Background: an optimization exercise with open tools, aiming at small area. Do not read the settings as production practice.
Only simulation tests tie the RTL to the original design; equivalence was not proved.
The clock cells of run 2 come from the design's own scripts or RTL, not from TritonCTS.
The clock input has no modelled driver; a real chip could not lean on it and would need a root buffer or a full tree.
Power and IR drop assume default switching activity.

==> design/flow/design.v <==
`timescale 1ns / 1ps
module TOP_UART_WATCH (
    input clk,
    input reset,
    input hs_mod_sw,
    input watch_mod_sw,
    input btnU,
    input btnL,
    input btnR,
    input btnD,
    input rx,
    output tx,
    output [3:0] fnd_comm,
    output [7:0] fnd_font,
    output [3:0] mod_indicate_led
);
    wire tick10, tick100, tick1000;
    tbase U_tbase (.clk(clk), .reset(reset), .tick10(tick10), .tick100(tick100), .tick1000(tick1000));
    wire rx_done;
    wire [7:0] data;
    urx U_rx (.clk(clk), .reset(reset), .tick(tick10), .rx(rx), .done(rx_done), .data(data));
    utx U_tx (.clk(clk), .reset(reset), .tick(tick10), .start(rx_done), .data(data), .tx(tx));
    wire [6:0] cmd = {data[7:6], data[4:0]};
    wire cmd_r = rx_done & (cmd == 7'b0110010);   
    wire cmd_c = rx_done & (cmd == 7'b0100011);   
    wire cmd_h = rx_done & (cmd == 7'b0101000);   
    wire cmd_m = rx_done & (cmd == 7'b0101101);   
    wire cmd_s = rx_done & (cmd == 7'b0110011);   
    wire pU, pL, pR, pD;
    db U_dbU (.clk(clk), .reset(reset), .tick(tick100), .btn(btnU), .pulse(pU));
    db U_dbL (.clk(clk), .reset(reset), .tick(tick100), .btn(btnL), .pulse(pL));
    db U_dbR (.clk(clk), .reset(reset), .tick(tick100), .btn(btnR), .pulse(pR));
    db U_dbD (.clk(clk), .reset(reset), .tick(tick100), .btn(btnD), .pulse(pD));
    wire [6:0] w_ms, s_ms;
    wire [5:0] w_s, w_m, s_s, s_m, s_h;
    wire [4:0] w_h;
    wclock U_watch (
        .clk(clk), .reset(reset), .mode(watch_mod_sw), .tick(tick1000),
        .add_h(pD | cmd_h), .add_m(pL | cmd_m), .add_s(pU | cmd_s),
        .ms(w_ms), .s(w_s), .m(w_m), .h(w_h)
    );
    swatch U_sw (
        .clk(clk), .reset(reset), .mode(watch_mod_sw),
        .rs(pL | cmd_r), .clr(pR | cmd_c),
        .ms(s_ms), .s(s_s), .m(s_m), .h(s_h)
    );
    disp U_disp (
        .clk(clk), .reset(reset), .tick(tick10), .hs(hs_mod_sw), .wm(watch_mod_sw),
        .w_ms(w_ms), .w_s(w_s), .w_m(w_m), .w_h(w_h),
        .s_ms(s_ms), .s_s(s_s), .s_m(s_m), .s_h(s_h[4:0]),
        .fnd_comm(fnd_comm), .fnd_font(fnd_font)
    );
    assign mod_indicate_led = {2'b00, watch_mod_sw, ~watch_mod_sw};
endmodule
module tbase (
    input clk,
    input reset,
    output tick10,
    output tick100,
    output tick1000
);
    reg [3:0] c0, d1, d2;
    assign tick10 = (c0 == 4'd0);
    assign tick100 = tick10 & d1[3] & d1[0];
    assign tick1000 = tick100 & d2[3] & d2[0];
    always @(posedge clk, posedge reset) begin
        if (reset) begin
            c0 <= 4'd10;
            d1 <= 4'd0;
            d2 <= 4'd0;
        end else begin
            c0 <= tick10 ? 4'd9 : c0 - 4'd1;
            d1 <= tick100 ? 4'd0 : d1 + tick10;
            d2 <= tick1000 ? 4'd0 : d2 + tick100;
        end
    end
endmodule
module urx (
    input clk,
    input reset,
    input tick,
    input rx,
    output done,
    output reg [7:0] data
);
    reg [7:0] u;
    wire [7:0] un = u + 8'd1;
    wire wait_ = u[7] & ~u[6] & u[3] & (u[1] | u[0]);
    assign done = u[7] & ~u[6] & u[3] & u[0];
    always @(posedge clk, posedge reset) begin
        if (reset) u <= 8'd138;
        else if (wait_) u <= rx ? 8'd138 : 8'd232;
        else if (tick) u <= un;
    end
    always @(posedge clk) begin
        if (!wait_ && tick && !un[7] && un[3:0] == 4'd0) data[un[6:4]] <= rx;
    end
endmodule
module utx (
    input clk,
    input reset,
    input tick,
    input start,
    input [7:0] data,
    output reg tx
);
    reg [7:0] u;
    wire [7:0] un = u + 8'd1;
    wire idle = u[7] & ~u[6] & u[3];
    wire step = tick & ~idle;
    always @(posedge clk, posedge reset) begin
        if (reset) begin
            u <= 8'd136;
            tx <= 1'b1;
        end else begin
            if (start) u <= 8'd232;
            else u <= u + step;
            if (step) begin
                if (u[7] & u[6] & ~u[4] & (u[3:0] == 4'hf)) tx <= 1'b0;   
                else if (!un[7] && un[3:0] == 4'd0) tx <= data[un[6:4]];
                else if (u[7] & ~u[6] & ~u[3] & (u[2:0] == 3'd7)) tx <= 1'b1;   
            end
        end
    end
endmodule
module db (
    input clk,
    input reset,
    input tick,
    input btn,
    output pulse
);
    reg [3:0] s;
    assign pulse = s[3] & ~s[0];
    wire full = s[3] & s[0];
    always @(posedge clk, posedge reset) begin
        if (reset) s <= 4'd0;
        else if (tick & ~btn) s <= 4'd0;
        else if ((tick & ~full) | pulse) s <= s + 4'd1;
    end
endmodule
module wclock (
    input clk,
    input reset,
    input mode,
    input tick,
    input add_h,
    input add_m,
    input add_s,
    output reg [6:0] ms,
    output reg [5:0] s,
    output reg [5:0] m,
    output reg [4:0] h
);
    reg [1:0] st;   
    always @(posedge clk, posedge reset) begin
        if (reset) st <= 2'd0;
        else if (mode) begin
            if (st == 2'd0) begin
                case ({add_h, add_m, add_s})
                    3'b001: st <= 2'd1;
                    3'b010: st <= 2'd2;
                    3'b100: st <= 2'd3;
                    default: ;
                endcase
            end else if (!(add_h | add_m | add_s)) st <= 2'd0;
        end
    end
    wire ms99 = ms[6] & ms[5] & ms[1] & ms[0];
    wire s59 = s[5] & s[4] & s[3] & s[1] & s[0];
    wire m59 = m[5] & m[4] & m[3] & m[1] & m[0];
    wire s60 = s[5] & s[4] & s[3] & s[2];
    wire m60 = m[5] & m[4] & m[3] & m[2];
    wire h23 = h[4] & h[2] & h[1] & h[0];
    wire h24 = h[4] & h[3];
    wire ms_c = tick & ms99;
    wire s_c = ms_c & s59;
    wire m_c = s_c & m59;
    always @(posedge clk, posedge reset) begin
        if (reset) begin
            ms <= 0;
            s <= 0;
            m <= 0;
            h <= 0;
        end else begin
            if (tick) ms <= ms_c ? 7'd0 : ms + 7'd1;
            s <= s60 ? 6'd0 : s_c ? {5'd0, st == 2'd1} : s + {ms_c & (st == 2'd1), ms_c ^ (st == 2'd1)};
            m <= m60 ? 6'd0 : m_c ? {5'd0, st == 2'd2} : m + {s_c & (st == 2'd2), s_c ^ (st == 2'd2)};
            h <= h24 ? 5'd0 : (m_c & h23) ? {4'd0, st == 2'd3} : h + {m_c & (st == 2'd3), m_c ^ (st == 2'd3)};
        end
    end
endmodule
module swatch (
    input clk,
    input reset,
    input mode,
    input rs,
    input clr,
    output reg [6:0] ms,
    output reg [5:0] s,
    output reg [5:0] m,
    output reg [5:0] h
);
    reg [1:0] st;   
    always @(posedge clk, posedge reset) begin
        if (reset) st <= 2'd0;
        else
            case (st)
                2'd0:
                if (!mode) begin
                    if (rs) st <= 2'd1;
                    else if (clr) st <= 2'd2;
                end
                2'd1: if (!mode && rs) st <= 2'd0;
                2'd2: if (!clr) st <= 2'd0;
                default: ;
            endcase
    end
    wire run = st[0];   
    wire clear = st[1];
    reg [9:0] lf;
    wire tick = (lf == 10'b0101100100);
    always @(posedge clk, posedge reset) begin
        if (reset) lf <= 10'd0;
        else if (run) lf <= tick ? 10'd1 : {lf[8:0], ~(lf[9] ^ lf[6])};
    end
    wire ms_c = tick & ms[6] & ms[5] & ms[1] & ms[0];
    wire s_c = ms_c & s[5] & s[4] & s[3] & s[1] & s[0];
    wire m_c = s_c & m[5] & m[4] & m[3] & m[1] & m[0];
    wire h59 = h[5] & h[4] & h[3] & h[1] & h[0];
    always @(posedge clk, posedge reset) begin
        if (reset) begin
            ms <= 0;
            s <= 0;
            m <= 0;
            h <= 0;
        end else begin
            ms <= (clear | ms_c) ? 7'd0 : ms + tick;
            s <= (clear | s_c) ? 6'd0 : s + ms_c;
            m <= (clear | m_c) ? 6'd0 : m + s_c;
            h <= (clear | (m_c & h59)) ? 6'd0 : h + m_c;
        end
    end
endmodule
module disp (
    input clk,
    input reset,
    input tick,
    input hs,
    input wm,
    input [6:0] w_ms,
    input [5:0] w_s,
    input [5:0] w_m,
    input [4:0] w_h,
    input [6:0] s_ms,
    input [5:0] s_s,
    input [5:0] s_m,
    input [4:0] s_h,
    output [3:0] fnd_comm,
    output [7:0] fnd_font
);
    reg [2:0] sel;
    always @(posedge clk, posedge reset) begin
        if (reset) sel <= 3'd0;
        else if (tick) sel <= sel + 3'd1;
    end
    assign fnd_comm = ~(4'b0001 << sel[1:0]);
    wire [6:0] msec = wm ? w_ms : s_ms;
    reg  [6:0] v;
    always @(*) begin
        case ({hs, sel[1]})
            2'b00: v = msec;
            2'b01: v = {1'b0, wm ? w_s : s_s};
            2'b10: v = {1'b0, wm ? w_m : s_m};
            default: v = {2'b0, wm ? w_h : s_h};
        endcase
    end
    wire [3:0] dig = (sel[2] != hs) ? 4'hf : sel[0] ? v / 7'd10 : v % 7'd10;
    reg [6:0] seg;
    always @(*) begin
        case (dig)
            4'h0: seg = 7'h40;
            4'h1: seg = 7'h79;
            4'h2: seg = 7'h24;
            4'h3: seg = 7'h30;
            4'h4: seg = 7'h19;
            4'h5: seg = 7'h12;
            4'h6: seg = 7'h02;
            4'h7: seg = 7'h78;
            4'h8: seg = 7'h00;
            4'h9: seg = 7'h10;
            default: seg = 7'h7f;
        endcase
    end
    assign fnd_font = {~((msec < 7'd50) & sel[1] & ~sel[0]), seg};
endmodule
==> design/flow/flow/run.sh <==
#!/bin/bash
# The standard layout, with three changes:
#  - the standard synthesis netlist's logic is re-mapped for area by ABC
#    (flow/reabc.tcl, eight deepsyn seeds), registers untouched, and the
#    smallest result kept only if Yosys proves it equal to the standard
#    netlist (flow/equiv.tcl);
#  - port buffers are buf_1;
#  - a small hand-built two-level clock tree of inverters (flow/cts_hook.tcl).
set -euo pipefail
here=$(pwd)
R=$here/orfs/results/sky130hd/TOP_UART_WATCH/base
YOSYS=$FLOW_HOME/../tools/install/yosys/bin/yosys
export LIB=$FLOW_HOME/platforms/sky130hd/lib/sky130_fd_sc_hd__tt_025C_1v80.lib
export TOP=$FLOW_TOP
export BUFFER_PORTS_ARGS="-buffer_cell sky130_fd_sc_hd__buf_1"
export PRE_CTS_TCL="$here/flow/cts_hook.tcl"
export CTS_GROUP_SIZE=30 CTS_LEAF=sky130_fd_sc_hd__inv_12 CTS_ROOT=sky130_fd_sc_hd__inv_4

bash standard.sh synth > synth.log 2>&1
cp "$R/1_2_yosys.v" "$here/synth_standard.v"
export IN_V="$here/synth_standard.v"
# eight ABC runs with different deepsyn seeds; the smallest proven one is used
for batch in "1 2 3 4" "5 6 7 8"; do
  for seed in $batch; do
    OUT_V="$here/synth_reabc_$seed.v" \
    ABC_SCRIPT="+strash;&get,-n;&deepsyn,-T,200,-S,$seed;&put;dc2;dch,-f;amap;strash;dch,-f;amap" \
      $YOSYS -c flow/reabc.tcl > "reabc_$seed.log" 2>&1 &
  done
  wait || true
done
used=standard
for f in $(for seed in 1 2 3 4 5 6 7 8; do
             a=$(grep "Chip area for top" "reabc_$seed.log" 2>/dev/null | tail -1 | awk '{print $NF}')
             [ -n "$a" ] && [ -s "$here/synth_reabc_$seed.v" ] && echo "$a $here/synth_reabc_$seed.v"
           done | sort -g | awk '{print $2}'); do
  if OUT_V="$f" $YOSYS -c flow/equiv.tcl > "equiv_$(basename "$f" .v).log" 2>&1; then
    sleep 1
    cp "$f" "$R/1_2_yosys.v"
    rm -f "$R/1_synth.odb" "$R/1_synth.sdc"
    used=$f
    break
  fi
done
echo "netlist used: $used" > reabc_status.txt
bash standard.sh > standard.log 2>&1
==> design/flow/flow/cts_hook.tcl <==
# PRE_CTS hook: replace TritonCTS with a two-level tree built by my_cts
# (one root buffer, one leaf buffer per cluster of clock pins; sizes from
# CTS_GROUP_SIZE, CTS_LEAF and CTS_ROOT as run.sh sets them).
source [file join [file dirname [info script]] mycts.tcl]
rename clock_tree_synthesis orig_clock_tree_synthesis
proc clock_tree_synthesis {args} {
  set block [ord::get_db_block]
  set n [llength [[$block findNet clk] getITerms]]
  set size [expr {[info exists ::env(CTS_GROUP_SIZE)] ? $::env(CTS_GROUP_SIZE) : 25}]
  set leaf [expr {[info exists ::env(CTS_LEAF)] ? $::env(CTS_LEAF) : "sky130_fd_sc_hd__clkbuf_16"}]
  set root [expr {[info exists ::env(CTS_ROOT)] ? $::env(CTS_ROOT) : "sky130_fd_sc_hd__clkbuf_8"}]
  set ng [expr {max(1, int(ceil($n / double($size))))}]
  my_cts $ng $leaf $root
  set_propagated_clock [all_clocks]
}
==> design/flow/flow/equiv.tcl <==
# Prove the re-mapped netlist equal to the standard one (registers paired by name).
yosys read_liberty -ignore_miss_func $::env(LIB)
yosys read_verilog $::env(IN_V)
yosys rename $::env(TOP) gold
yosys read_verilog $::env(OUT_V)
yosys rename $::env(TOP) gate
yosys flatten
yosys proc
yosys opt_clean
yosys async2sync
yosys equiv_make gold gate equiv
yosys hierarchy -top equiv
yosys equiv_simple -seq 2
yosys equiv_induct -seq 2
yosys equiv_status -assert
==> design/flow/flow/mycts.tcl <==
# Manual two-level clock tree: k-means clusters of register clock pins, one
# leaf buffer per cluster, one root buffer driven by the clock port.
proc out_pin {master} {
  foreach mt [$master getMTerms] {
    if {[$mt getIoType] == "OUTPUT"} { return [$mt getName] }
  }
}

proc my_cts {ngroups leafcell rootcell} {
  set db [ord::get_db]
  set block [ord::get_db_block]
  set clknet [$block findNet clk]
  set sinks {}
  foreach it [$clknet getITerms] {
    lappend sinks $it
  }
  set n [llength $sinks]
  # sink coordinates
  set xs {}; set ys {}
  foreach it $sinks {
    set inst [$it getInst]
    set bb [$inst getBBox]
    lappend xs [expr {([$bb xMin] + [$bb xMax]) / 2}]
    lappend ys [expr {([$bb yMin] + [$bb yMax]) / 2}]
  }
  # initial centers: sinks spread along x order
  set order [lsort -integer -indices $xs]
  set cx {}; set cy {}
  for {set g 0} {$g < $ngroups} {incr g} {
    set i [lindex $order [expr {int(($g + 0.5) * $n / $ngroups)}]]
    lappend cx [lindex $xs $i]; lappend cy [lindex $ys $i]
  }
  set cap [expr {int(ceil(double($n) / $ngroups)) + 2}]
  for {set iter 0} {$iter < 30} {incr iter} {
    # capacitated assignment: nearest center with room, sinks in order of distance to best center
    set cnt [lrepeat $ngroups 0]
    set asg [lrepeat $n -1]
    set pairs {}
    for {set i 0} {$i < $n} {incr i} {
      for {set g 0} {$g < $ngroups} {incr g} {
        set d [expr {abs([lindex $xs $i] - [lindex $cx $g]) + abs([lindex $ys $i] - [lindex $cy $g])}]
        lappend pairs [list $d $i $g]
      }
    }
    foreach p [lsort -integer -index 0 $pairs] {
      lassign $p d i g
      if {[lindex $asg $i] >= 0} continue
      if {[lindex $cnt $g] >= $cap} continue
      lset asg $i $g
      lset cnt $g [expr {[lindex $cnt $g] + 1}]
    }
    set sx [lrepeat $ngroups 0]; set sy [lrepeat $ngroups 0]
    for {set i 0} {$i < $n} {incr i} {
      set g [lindex $asg $i]
      lset sx $g [expr {[lindex $sx $g] + [lindex $xs $i]}]
      lset sy $g [expr {[lindex $sy $g] + [lindex $ys $i]}]
    }
    for {set g 0} {$g < $ngroups} {incr g} {
      if {[lindex $cnt $g] > 0} {
        lset cx $g [expr {[lindex $sx $g] / [lindex $cnt $g]}]
        lset cy $g [expr {[lindex $sy $g] / [lindex $cnt $g]}]
      }
    }
  }
  set leafm [$db findMaster $leafcell]
  set rootm [$db findMaster $rootcell]
  set rnet [odb::dbNet_create $block clknet_root]
  $rnet setSigType CLOCK
  set root [odb::dbInst_create $block $rootm clkbuf_root]
  set rx 0; set ry 0
  for {set g 0} {$g < $ngroups} {incr g} {
    set rx [expr {$rx + [lindex $cx $g]}]; set ry [expr {$ry + [lindex $cy $g]}]
  }
  $root setLocation [expr {$rx / $ngroups}] [expr {$ry / $ngroups}]
  $root setPlacementStatus PLACED
  [$root findITerm A] connect $clknet
  [$root findITerm [out_pin $rootm]] connect $rnet
  for {set g 0} {$g < $ngroups} {incr g} {
    set net [odb::dbNet_create $block clknet_leaf_$g]
    $net setSigType CLOCK
    set b [odb::dbInst_create $block $leafm clkbuf_leaf_$g]
    $b setLocation [lindex $cx $g] [lindex $cy $g]
    $b setPlacementStatus PLACED
    [$b findITerm A] connect $rnet
    [$b findITerm [out_pin $leafm]] connect $net
    set gs($g) $net
  }
  for {set i 0} {$i < $n} {incr i} {
    set it [lindex $sinks $i]
    $it disconnect
    $it connect $gs([lindex $asg $i])
  }
  $clknet setSigType CLOCK
  puts "my_cts: $n sinks in $ngroups groups of at most $cap"
}
==> design/flow/flow/reabc.tcl <==
# Re-map the combinational logic of the standard synthesis netlist for area.
# Registers (and tie cells) are kept as they are, with their names and cell
# types; only the logic between them is rebuilt by ABC.
yosys read_liberty -ignore_miss_func $::env(LIB)
yosys read_verilog $::env(IN_V)
yosys hierarchy -top $::env(TOP)
yosys setattr -mod -set keep_hierarchy 1 sky130_fd_sc_hd__df* sky130_fd_sc_hd__edf* sky130_fd_sc_hd__sdf* sky130_fd_sc_hd__conb_1
yosys flatten
yosys opt_clean
yosys abc -liberty $::env(LIB) -dont_use *lpflow* -dont_use *probe* -script $::env(ABC_SCRIPT) $::env(TOP)
yosys splitnets
yosys opt_clean -purge
yosys hilomap -singleton -hicell sky130_fd_sc_hd__conb_1 HI -locell sky130_fd_sc_hd__conb_1 LO
yosys insbuf -buf sky130_fd_sc_hd__buf_1 A X
yosys opt_clean -purge
yosys autoname
yosys stat -liberty $::env(LIB)
yosys select $::env(TOP)
yosys write_verilog -noattr -nohex -nodec -selected $::env(OUT_V)
==> design/flow/standard.sh <==
#!/bin/bash
# synth_recipe.tcl (not shown) runs the flow's synth.tcl, then flattens the netlist and writes it again
# the make line also repeats each setting of config.mk as NAME=value (left out here)
make -C /OpenROAD-flow-scripts/flow DESIGN_CONFIG=/design/flow/config.mk WORK_HOME=/design/flow/orfs CLKGATE_MAP_FILE= SYNTH_SCRIPT=/design/flow/synth_recipe.tcl "${@:-finish}"
==> design/flow/config.mk <==
export PLATFORM = sky130hd
export DESIGN_NAME = TOP_UART_WATCH
export DESIGN_NICKNAME = TOP_UART_WATCH
export VERILOG_FILES = /design/flow/design.v
export SDC_FILE = /design/flow/constraint.sdc
export NUM_CORES = 4
export LEC_CHECK = 0
export ABC_AREA = 1
export CAP_MARGIN = 20
export CORE_MARGIN = 2
export CORE_UTILIZATION = 85
export SLEW_MARGIN = 20
==> design/flow/constraint.sdc <==
create_clock -name core_clock -period 12.0 [get_ports {clk}]
set_input_delay 2.4000 -clock core_clock [delete_from_list [all_inputs] [get_ports {clk}]]
set_output_delay 2.4000 -clock core_clock [all_outputs]
set_load 0.01 [all_outputs]
==> summary.txt, run 1 <==
Synth
  • Mapped Cells: 699
  • Avg Inst Size Synth: 8.391 um^2
  • Mapped Area: about 0.0059 mm^2
  • Yosys warns: 7

Place
  • Port Buffer Count: 23

Floorplan
  • Chip height: 87.07 um
  • Starting Density: 0.8730
  • Chip Width: approximately 87 um
  • Ports: 26
  • Core Rows: 30

Outcome
  • Halt Stage: 3_3_place_gp
  • Status: did not finish
  • Tool error: [ERROR GPL-0301] Utilization 100.615 % exceeds 100%.
==> inputs of run 2 (changes only) <==
--- a/design/flow/flow/run.sh
+++ b/design/flow/flow/run.sh
@@ -1,7 +1,7 @@
 #!/bin/bash
 # The standard layout, with three changes:
 #  - the standard synthesis netlist's logic is re-mapped for area by ABC
-#    (flow/reabc.tcl, eight deepsyn seeds), registers untouched, and the
+#    (flow/reabc.tcl, twelve deepsyn seeds), registers untouched, and the
 #    smallest result kept only if Yosys proves it equal to the standard
 #    netlist (flow/equiv.tcl);
 #  - port buffers are buf_1;
@@ -19,17 +19,17 @@
 bash standard.sh synth > synth.log 2>&1
 cp "$R/1_2_yosys.v" "$here/synth_standard.v"
 export IN_V="$here/synth_standard.v"
-# eight ABC runs with different deepsyn seeds; the smallest proven one is used
-for batch in "1 2 3 4" "5 6 7 8"; do
+# twelve ABC runs with different deepsyn seeds; the smallest proven one is used
+for batch in "1 2 3 4" "5 6 7 8" "9 10 11 12"; do
   for seed in $batch; do
     OUT_V="$here/synth_reabc_$seed.v" \
-    ABC_SCRIPT="+strash;&get,-n;&deepsyn,-T,200,-S,$seed;&put;dc2;dch,-f;amap;strash;dch,-f;amap" \
+    ABC_SCRIPT="+strash;&get,-n;&deepsyn,-T,150,-S,$seed;&put;dc2;dch,-f;amap;strash;dch,-f;amap" \
       $YOSYS -c flow/reabc.tcl > "reabc_$seed.log" 2>&1 &
   done
   wait || true
 done
 used=standard
-for f in $(for seed in 1 2 3 4 5 6 7 8; do
+for f in $(for seed in 1 2 3 4 5 6 7 8 9 10 11 12; do
              a=$(grep "Chip area for top" "reabc_$seed.log" 2>/dev/null | tail -1 | awk '{print $NF}')
              [ -n "$a" ] && [ -s "$here/synth_reabc_$seed.v" ] && echo "$a $here/synth_reabc_$seed.v"
            done | sort -g | awk '{print $2}'); do
--- a/design/flow/config.mk
+++ b/design/flow/config.mk
@@ -8,5 +8,5 @@
 export ABC_AREA = 1
 export CAP_MARGIN = 20
 export CORE_MARGIN = 2
-export CORE_UTILIZATION = 85
+export CORE_UTILIZATION = 78
 export SLEW_MARGIN = 20
==> summary.txt, run 2 <==
Hold path
  • Worst Hold Depth: 1
  • Hold Crit Class: register to register
  • Min-delay src: U_tbase.c0[0]
  • Hold endpoint: U_tbase.c0[0]

Detailed routing
  • Initial DRT Pass Iterations: 5
  • Detail Route Antenna Nets: 0
  • DR vias/cell: about 6.4
  • Final wirelength: 13.73 mm
  • Drc violations: 0
  • WL/cell: 16.64 um
  • Detailed router's first-iteration violation count: between 400 and 500
  • Vias post-DR: 5,263

Power and ir drop
  • Switching Fraction: 0.3298
  • Worst vdd ir: just under 0.0001 V
  • Sequential power share: 0.628
  • PD cells: 123.9 mW/mm^2
  • Leakage Power: 2.404 nW
  • Logic pwr share: 0.174
  • Net Sw Power: 0.2512 mW
  • Internal Pwr Total: 0.5106 mW
  • Clk pwr share: 0.198

STA
  • Unrepaired setup endpoints after global routing: no
  • Clock Skew: between 0.015 and 0.02 ns
  • Setup TNS: 0 ns
  • Fin worst setup slack: 2.341 ns
  • Final Cycle Share: 0.8049
  • Max Transition Viols Final: 0
  • Hold Vio Cnt, Final: 0
  • Fmax: 0.1035 GHz
  • Tightest Pin Transition: slightly below 0.9 ns
  • Final setup viols: 0
  • Min cycle time layout: 9.659 ns
  • Worst slew margin: 0.4085

Clocking
  • Clock latency on the worst-skew pair: 0.27 ns
  • # hold bufs at CTS: 0
  • Post-CTS Resized: 0
  • Reg clk slew, reported paths: around 0.11 ns
  • Setup Buffers After CTS: 0

Place
  • Post-DP HPWL: 10.14 mm
  • GPL Wtd Cong: 1.009
  • Placed instance area: 0.006078 mm^2
  • Setup WS pre-CTS: about 2.5 ns
  • Port Buffer Count: 23

Outcome
  • Status: no timing/DRC/antenna violations

Synth
  • Mapped Cells: approximately 700
  • Mapped Area: 0.005866 mm^2
  • Yosys warns: 7
  • Avg Inst Size Synth: 8.391 um^2

Floorplan
  • Ports: 26
  • Chip Width: 90.72 um
  • Starting Density: 0.8087
  • Core ar.: 0.007253 mm^2
  • Chip height: 90.72 um
  • Core Rows: 31
  • Die area: just over 0.008 mm^2

Global routing
  • GRT Total Usage: 0.3383
  • Antenna violations before repair: 0
  • Aggregate global routing overflow: 0
  • Vias in the first global route: 5,133
  • Largest net degree at the start of global routing: between 70 and 80
  • First-pass GRT wire length: 23.12 mm

Worst setup path
  • CP startpoint kind: primary input
  • Slowest cell on crit path: o32ai_1
  • CP Max Fanout: 12
  • Crit-path cells: buf_1 > clkinv_1 > o32ai_1 > nand2_1 > clkinv_1 > a21oi_1 > or2_0 > a21oi_1 > nor3_1 > a2111oi_0 > clkinv_1 > nor2_1 > nor2_1 > a21oi_1 > nor2_1 > or3_1 > o22ai_1 > buf_1
  • Worst EP arrival: 7.26 ns
  • R2r endpoint: U_watch.h[4]
  • Reg2reg setup slack: 7.46 ns
  • Critical path required time: between 9 and 10 ns
  • Slowest stage delay, CP: 0.83 ns
  • Reg-to-reg critical path startpoint: U_tbase.c0[0]
  • Setup Crit Path Kind: primary input to primary output
  • Register-to-Register Path Depth: 18
  • Critical Path Sink Type: primary output

Cells and area
  • Max reg flops: 10
  • Finished Cell Area: 0.006150 mm^2
  • # diodes: 0
  • Most flops, register: U_sw.lf
  • Most frequent cells in the layout: nor2_1 (162), dfrtp_1 (103), clkinv_1 (94)
  • Share of cells above drive strength 1: 0.02066
  • Area delta synth->final: 4.842%
  • Final #Nets: 737
  • Most common cell after layout, fill and taps aside: nor2_1
  • # fillers: 398

Flow run
  • Max Cap Violations: 0
## run 2: worst max-delay path by stage
| stage | endpoint | start | depth (start not counted) |
|---|---|---|---|
| final | fnd_font[1] | watch_mod_sw | 18 |
| after global routing | fnd_font[1] | watch_mod_sw | 22 |
| after CTS | fnd_font[1] | watch_mod_sw | 22 |
| after detailed placement | fnd_font[1] | watch_mod_sw | 22 |
| after global placement | fnd_font[1] | watch_mod_sw | 22 |
| after floorplan | fnd_font[1] | hs_mod_sw | 19 |
## run 2: routing by layer
| layer | GRT usage | share of wire | vias up |
|---|---|---|---|
| met5 | 0 | 0 | - |
| met4 | 0.1026 | 0.031 | 0 |
| met3 | 0.02504 | 0.061 | 39 |
| met2 | 0.5908 | 0.50 | 246 |
| met1 | 0.4585 | 0.41 | 2477 |
| li1 | - | - | 2501 |
## run 2: area by class of cell
class                   instances  area (um^2)  share of cell area
inverters                     100        430.4             0.06999
well taps                      99        123.9             0.02014
multi-input cells             483         2474              0.4022
repair buffers                 24        93.84             0.01526
flip-flops and latches        119         3028              0.4924
## run 2: through the flow
step                hold slack [ns]    util  std cells  power (mW)
floorplan                    0.4358       -        700      0.5749
global placement             0.4493  0.8380        820      0.6060
detailed placement           0.4788  0.8380        820      0.6158
CTS                          0.5050  0.8479        825      0.7592
global route                 0.5141  0.8479        825      0.7955
finish                       0.4992  0.8479        825      0.7618
## run 2: worst max-delay path, delay by kind of cell
kind | cells | cell delay [ns]
AOI/OAI and AO/OA | 6 | 2.20
and+or+nand+nor | 7 | 1.34
buffers and inverters | 5 | 1.32
## run 2: power by group through the flow
stage               combinational (mW)  clock [mW]  sequential, mW
finish                           0.132       0.151           0.479
global route                     0.149       0.163           0.483
CTS                              0.131       0.151           0.477
detailed placement               0.131           0           0.485
global placement                 0.124           0           0.482
floorplan                        0.102           0           0.473

## static timing again, ports no longer ideal
In the flow no input, the clock included, has a driving cell. The finished layout below was timed again as built, in two steps.
Step 1 sets driving cells, clkbuf_16 on the clock port and buf_2 on the other inputs (assumed; they add their load-dependent delay and slew).
Step 2 times the ports against the registers' clock, not the clock port: input delays grow and output delays shrink by t, the midpoint of the rising clock arrivals with the driver on.
Slacks: no drivers / after step 1 / after step 2; pairs: no drivers / after step 1.
run: run 2
shift t [ns]: 0.300
setup WS [ns]: 2.341 / 2.313 / 2.313
hold slack, ns: 0.499 / 0.499 / 0.499
After both steps setup and hold are still met in run 2. For run 2, drivers alone change the setup slack by -0.028 ns; drivers and shift together by -0.028 ns.
